This is an optimization exercise on Yosys and OpenROAD, whose aim is small area and a short achievable clock period, not a production implementation. In this exercise RTL edits were held to simulation tests only and were not proved equivalent to the original.

## flow/design.v (module list and top-level ports; edited modules follow where they fit)
// module dff: 16 lines
// module filter: 5135 lines
// module fa_cell: 4 lines
module filter #(parameter DATA_WIDTH = 16) (
    input clk,
    input rst_n,
    input signed [DATA_WIDTH-1:0] FilterIn,
    input ValidIn,
    output signed [32:0] data_out,
    output reg ValidOut);
  // ...
==> flow/flow/run.sh <==
#!/bin/bash
# Layout: the standard flow (standard.sh) unchanged, except that timing repair
# aims at a larger setup margin (a shorter period than the 10.5 ns clock) and the
# port buffers are plain buffers instead of delay cells.  make's full output goes
# to make_finish.log here; each ORFS step keeps its own log under orfs/logs/.
set -uo pipefail
bash standard.sh SETUP_SLACK_MARGIN=6.2 'BUFFER_PORTS_ARGS=-buffer_cell sky130_fd_sc_hd__buf_4' finish > make_finish.log 2>&1
status=$?
tail -n 40 make_finish.log
exit $status
==> flow/standard.sh <==
#!/bin/bash
# synth_recipe.tcl (not shown) runs the flow's synth.tcl, then flattens the netlist and writes it again
# the make line also repeats each setting of config.mk as NAME=value (left out here)
make -C /OpenROAD-flow-scripts/flow DESIGN_CONFIG=/design/flow/config.mk WORK_HOME=/design/flow/orfs CLKGATE_MAP_FILE= SYNTH_SCRIPT=/design/flow/synth_recipe.tcl "${@:-finish}"
==> flow/config.mk <==
export PLATFORM = sky130hd
export DESIGN_NAME = filter
export DESIGN_NICKNAME = filter
export VERILOG_FILES = /design/flow/design.v
export SDC_FILE = /design/flow/constraint.sdc
export NUM_CORES = 4
export LEC_CHECK = 0
export CAP_MARGIN = 20
export CORE_MARGIN = 2
export CORE_UTILIZATION = 65
export SETUP_SLACK_MARGIN = 5
export SLEW_MARGIN = 20
export SYNTH_HIERARCHICAL = 1
export TNS_END_PERCENT = 100
==> flow/constraint.sdc <==
create_clock -name core_clock -period 10.5 [get_ports {clk}]
set_input_delay 2.1000 -clock core_clock [delete_from_list [all_inputs] [get_ports {clk}]]
set_output_delay 2.1000 -clock core_clock [all_outputs]
set_load 0.01 [all_outputs]
==> metrics.cfg, run 1 <==
[setup_path]
crit_path_start=rq_4
critPathTopFamily=compound AO/OA/AOI/OAI gates
startpoint_type=flip-flop
end_kind=output pin
crit_required_ns=8.40
worst-path-stages=7
cpMaxStageDelayCell=or3_4
rr_endpoint=rg_25

[drt]
routed.top_layer=met4
route.detailed.drc=0
ant_nets=0
routedWlPerCell_um=27.4

[clocking]
cts_tree=done
worstSkewPairLatency_ns=0.64
ctsHoldBuffers=0
clock_path_buffers=3

[status]
status=no timing/DRC/antenna violations

[logic_synthesis]
postSynthAreaPerCell_sq_um=14.3
synth-adder-area-share_pct=46.7
synth_xor_area_share_pct=2.57
syn-num-nets=3551
async_flop_share_pct=83.8

[global_routing]
grt-busiest-layer=met2
use_met3_pct=6.48
grtUsageMet1_pct=44.4
grt_util_met2_pct=58.8

[placement]
placed_cells=3358

[timing]
slew_headroom_pct=38.6
slew_violations=0
tightest_slew_ns=0.921
rsz0062_at_grt=true

[final_layout]
clock_area_share_pct=4.90
seq-cell-share_pct=33.2
fin_nets=3680
buf_share_pct=2.28
nMultiInputCombCells=1765
multi_input_area_share_pct=55.3
inverters=214

==> inputs of run 2 (changes only) <==
==> flow/flow/run.sh (replaced) <==
#!/bin/bash
# Layout: the standard flow (standard.sh) unchanged, except that timing repair
# aims at a larger setup margin (a shorter period than the 10.5 ns clock) and the
# port buffers are plain buffers instead of delay cells.  make's full output goes
# to make_finish.log here; each ORFS step keeps its own log under orfs/logs/.
set -uo pipefail
bash standard.sh SETUP_SLACK_MARGIN=6.0 'BUFFER_PORTS_ARGS=-buffer_cell sky130_fd_sc_hd__buf_4' finish > make_finish.log 2>&1
status=$?
tail -n 40 make_finish.log
exit $status
--- a/flow/config.mk
+++ b/flow/config.mk
@@ -8,6 +8,8 @@
 export CAP_MARGIN = 20
 export CORE_MARGIN = 2
 export CORE_UTILIZATION = 65
+export CTS_BUF_LIST = sky130_fd_sc_hd__clkbuf_4 sky130_fd_sc_hd__clkbuf_8
+export CTS_CLUSTER_SIZE = 24
 export SETUP_SLACK_MARGIN = 5
 export SLEW_MARGIN = 20
 export SYNTH_HIERARCHICAL = 1
==> metrics.cfg, run 2 <==
[status]
status=no timing/DRC/antenna violations  ; unchanged

[setup_path]
end_kind=output pin  ; unchanged
critPathArrivalTime_ns=2.54  ; was 2.42 ns
cpMaxStageDelayCell=or3_4  ; unchanged
crit_chain=a21o_1 > a21oi_4 > o211ai_1 > or3_4 > a31oi_4 > xnor2_1 > buf_4  ; unchanged
max_stage_delay_ns=0.41  ; about the same
regToRegSetupSlack_ns=6.06  ; was 6.27 ns
rr_endpoint=r2_9_0  ; was rg_25
ff2ff_path_depth=7  ; was 14
crit_required_ns=8.40  ; about the same
critPathMaxFanout=3  ; unchanged
reg2reg_from=pr7[2]  ; was r1_14_1
crit_type=reg -> out  ; unchanged
startpoint_type=flip-flop  ; unchanged

[drt]
vias=21093  ; was 20933
ant_nets=0  ; unchanged
via_per_inst=5.94  ; about the same
wirelength_um=96400  ; was 96500 um
routedWlPerCell_um=27.1  ; was 27.4 um
route.detailed.drc=0  ; unchanged
drt-pass1-iter-count=7  ; was 5
drt_iter0_drc=1440  ; was 1529

[floorplan]
die_h_um=243  ; unchanged
start_util_pct=65.8  ; unchanged
die_w_um=243  ; unchanged
coreArea_sq_mm=0.0565  ; unchanged
num_rows=87  ; unchanged
design.portCount=53  ; unchanged
fp.dieArea_sq_mm=0.0591  ; unchanged

[timing]
skew_ns=0.0348  ; was 0.0269 ns
tightest_slew_ns=0.944  ; was 0.921 ns
setup_viol=0  ; unchanged
hold_viol=0  ; unchanged
rsz0062_at_grt=true  ; unchanged
slew_headroom_pct=37.1  ; was 38.6%
fin_setup_tns_ns=0  ; unchanged
slew_violations=0  ; unchanged
setup_ws_ns=5.86  ; was 5.98 ns
timing.hold.ws_ns=0.340  ; was 0.344 ns
max_freq_mhz=215  ; was 221 MHz
period_needed_ns=4.64  ; was 4.52 ns
fin_crit_sh_pct=44.2  ; was 43.0%

[clocking]
clk_pin_slew_ns=0.06  ; about the same
clock_path_buffers=3  ; unchanged
cts_max_level=3  ; was 2
clkSinkCount=567  ; unchanged
worstSkewPairLatency_ns=0.70  ; was 0.64 ns
cts-root-buf=clkbuf_8  ; was clkbuf_16
cts_tree=done  ; unchanged
cts_buffers=94  ; was 57

[logic_synthesis]
synth.most_common_cell=fa_1  ; unchanged
ys_seq_area_share_pct=37.2  ; unchanged
yosysWarnings=7  ; unchanged
async_flop_share_pct=83.8  ; unchanged
syn_inst=2589  ; unchanged
synthTopCellsByCount=740 x fa_1, 417 x dfrtp_1, 214 x inv_1  ; unchanged
ys_ff_latch=567  ; unchanged
postSynthAreaPerCell_sq_um=14.3  ; unchanged
synth_top_area_cell=fa_1  ; unchanged
netlist_top_cells_area=fa_1 40%, dfrtp_1 28%, ha_1 6.8%, dfxtp_1 5.0%, dfstp_2 4.1%  ; unchanged
synth_ff_type=dfrtp_1  ; unchanged
yosysUniqueCellTypes=62  ; unchanged
syn_area_sq_mm=0.0371  ; unchanged
yosysTopAreaCellShare_pct=39.9  ; unchanged
synth_edf_count=0  ; unchanged
syn-num-nets=3551  ; unchanged

[final_layout]
final_common_cell=fa_1  ; unchanged
multi_input_area_sq_mm=0.0228  ; was 0.0231 sq mm
fin_nets=3682  ; was 3680
nFillCells=3631  ; was 3539
final_cell_mix=735 x fa_1, 417 x dfrtp_1, 199 x inv_1, 193 x ha_1, 114 x clkbuf_8  ; was 722 x fa_1, 370 x dfrtp_1, 198 x inv_1, 179 x ha_1, 105 x a21oi_1
seq_area_sq_mm=0.0138  ; was 0.0139 sq mm
drive_gt1_share_pct=14.0  ; was 16.6%
area_growth_pct=10.9  ; was 12.6%

[global_routing]
grt.overflow.total=0  ; unchanged
antenna_found_initial=2  ; was 1
grt_pass1_wl_um=148000  ; was 149000 um
grt_use_total_pct=34.9  ; was 35.0%
grt_max_degree=154  ; was 165
grt_pass1_vias=24487  ; was 24198

[placement]
place_ws_ns=4.81  ; was 4.89 ns
port_buffers=52  ; unchanged
place_congestion=0.973  ; was 0.994
hpwl_um=77500  ; was 77000 um

[min_path]
hold_start=d5[8]  ; was d5[3]
hold_end=d6[8]  ; was d6[3]
hold_depth=0  ; unchanged
hold_path_class=reg -> reg  ; unchanged

[flow_run]
drv_cap=0  ; unchanged

-- run 2: cell families after synthesis --
group,after synthesis,synth area share (%)
flops,567,37.2
simple gates,319,3.98
mux,1,0.0269
xor+xnor,109,2.57
fa+ha+maj,943,46.7
compound gates,393,6.62
buf+inv,257,2.93
-- run 2: final cells by class --
cell class                      instances  share of cell area [%]
Clock buffer                          133                    4.16
Antenna cell                            2                  0.0122
Sequential cell                       567                    33.5
Tap cell                              756                    2.30
Timing Repair Buffer                   78                    1.64
Multi-Input combinational cell       1765                    55.3
Clock inverter                         37                    1.04
Inverter                              214                    2.07
-- run 2: through the flow --
stage / std cells / util [%] / area [sq um]
floorplan: 2589 / - / 37500
detailed placement: 3358 / 68.3 / 38600
CTS: 3536 / 72.5 / 40900
global placement: 3358 / 68.3 / 38600
global route: 3551 / 72.9 / 41200
finish: 3552 / 72.9 / 41200
-- run 2: critical path, delay by kind of cell (launching register included) --
kind,cells,cell delay [ns]
AO/OA/AOI/OAI,4,0.80
AND/OR/NAND/NOR,1,0.41
flip-flops,1,0.32
XOR/XNOR,1,0.15
buffers and inverters,1,0.15
-- run 2: modules after synthesis, one instance, submodules excluded --
| module | times used | flops+latches | cells inside | area [sq um] |
|---|---|---|---|---|
| filter | 1 | 567 | 1856 | 22500 |
| fa_cell | 733 | 0 | 1 | 20.0 |
-- run 2: worst max path at each step --
stage | from | endpoint | slack, ns | depth (start not counted)
after global routing | rg_0 | data_out[29] | 5.76 | 7
after CTS | rg_0 | data_out[29] | 5.74 | 7
after global placement | ValidIn | rg_17 | 4.91 | 11
final | rg_0 | data_out[29] | 5.86 | 7
after floorplan | ValidIn | rg_14 | 5.52 | 10
after detailed placement | ValidIn | rg_17 | 4.81 | 11
-- run 2: routing by layer --
metal	wire length, um	up-vias	GRT usage, %
li1	-	8739	-
met1	36500	11258	43.8
met2	49100	846	59.5
met3	5800	250	6.09
met4	4980	0	17.0
met5	0	-	0
-- run 2: repair_timing --
item                       in CTS  in global routing
cloned                          1                  1
setup endpoints to repair      45                 24
pin swaps                       9                 11
buffers inserted                7                 13
gates resized for setup        29                 28
hold buffers                    0                  0

-- static timing again, ports no longer ideal --
How much do the figures lean on ideal ports? The routed layouts below were timed once more, with nothing changed but the port constraints.
Step 1: set_driving_cell puts a clkbuf_16 on clk and a buf_2 on each other input, an assumption about the parent block.
Step 2 times the ports against the registers' clock, not the clock port: input delays grow and output delays shrink by t, the midpoint of the rising clock arrivals with the driver on.
Slacks: ideal / step 1 / step 2; pairs: ideal / step 1.
| run | shift t [ns] | setup WS [ns] | clock arrival spread, ns | cell pins on the clock port's net |
|---|---|---|---|---|
| run 1 | 0.690 | 5.980 / 5.878 / 5.189 | 0.028 / 0.027 | 1 |
| run 2 | 0.752 | 5.860 / 5.797 / 5.209 | 0.047 / 0.048 | 1 |
After both steps every run listed still meets setup and hold. The setup slack of run 1, which loses most, moves by -0.102 ns with the drivers and by -0.791 ns with both steps.
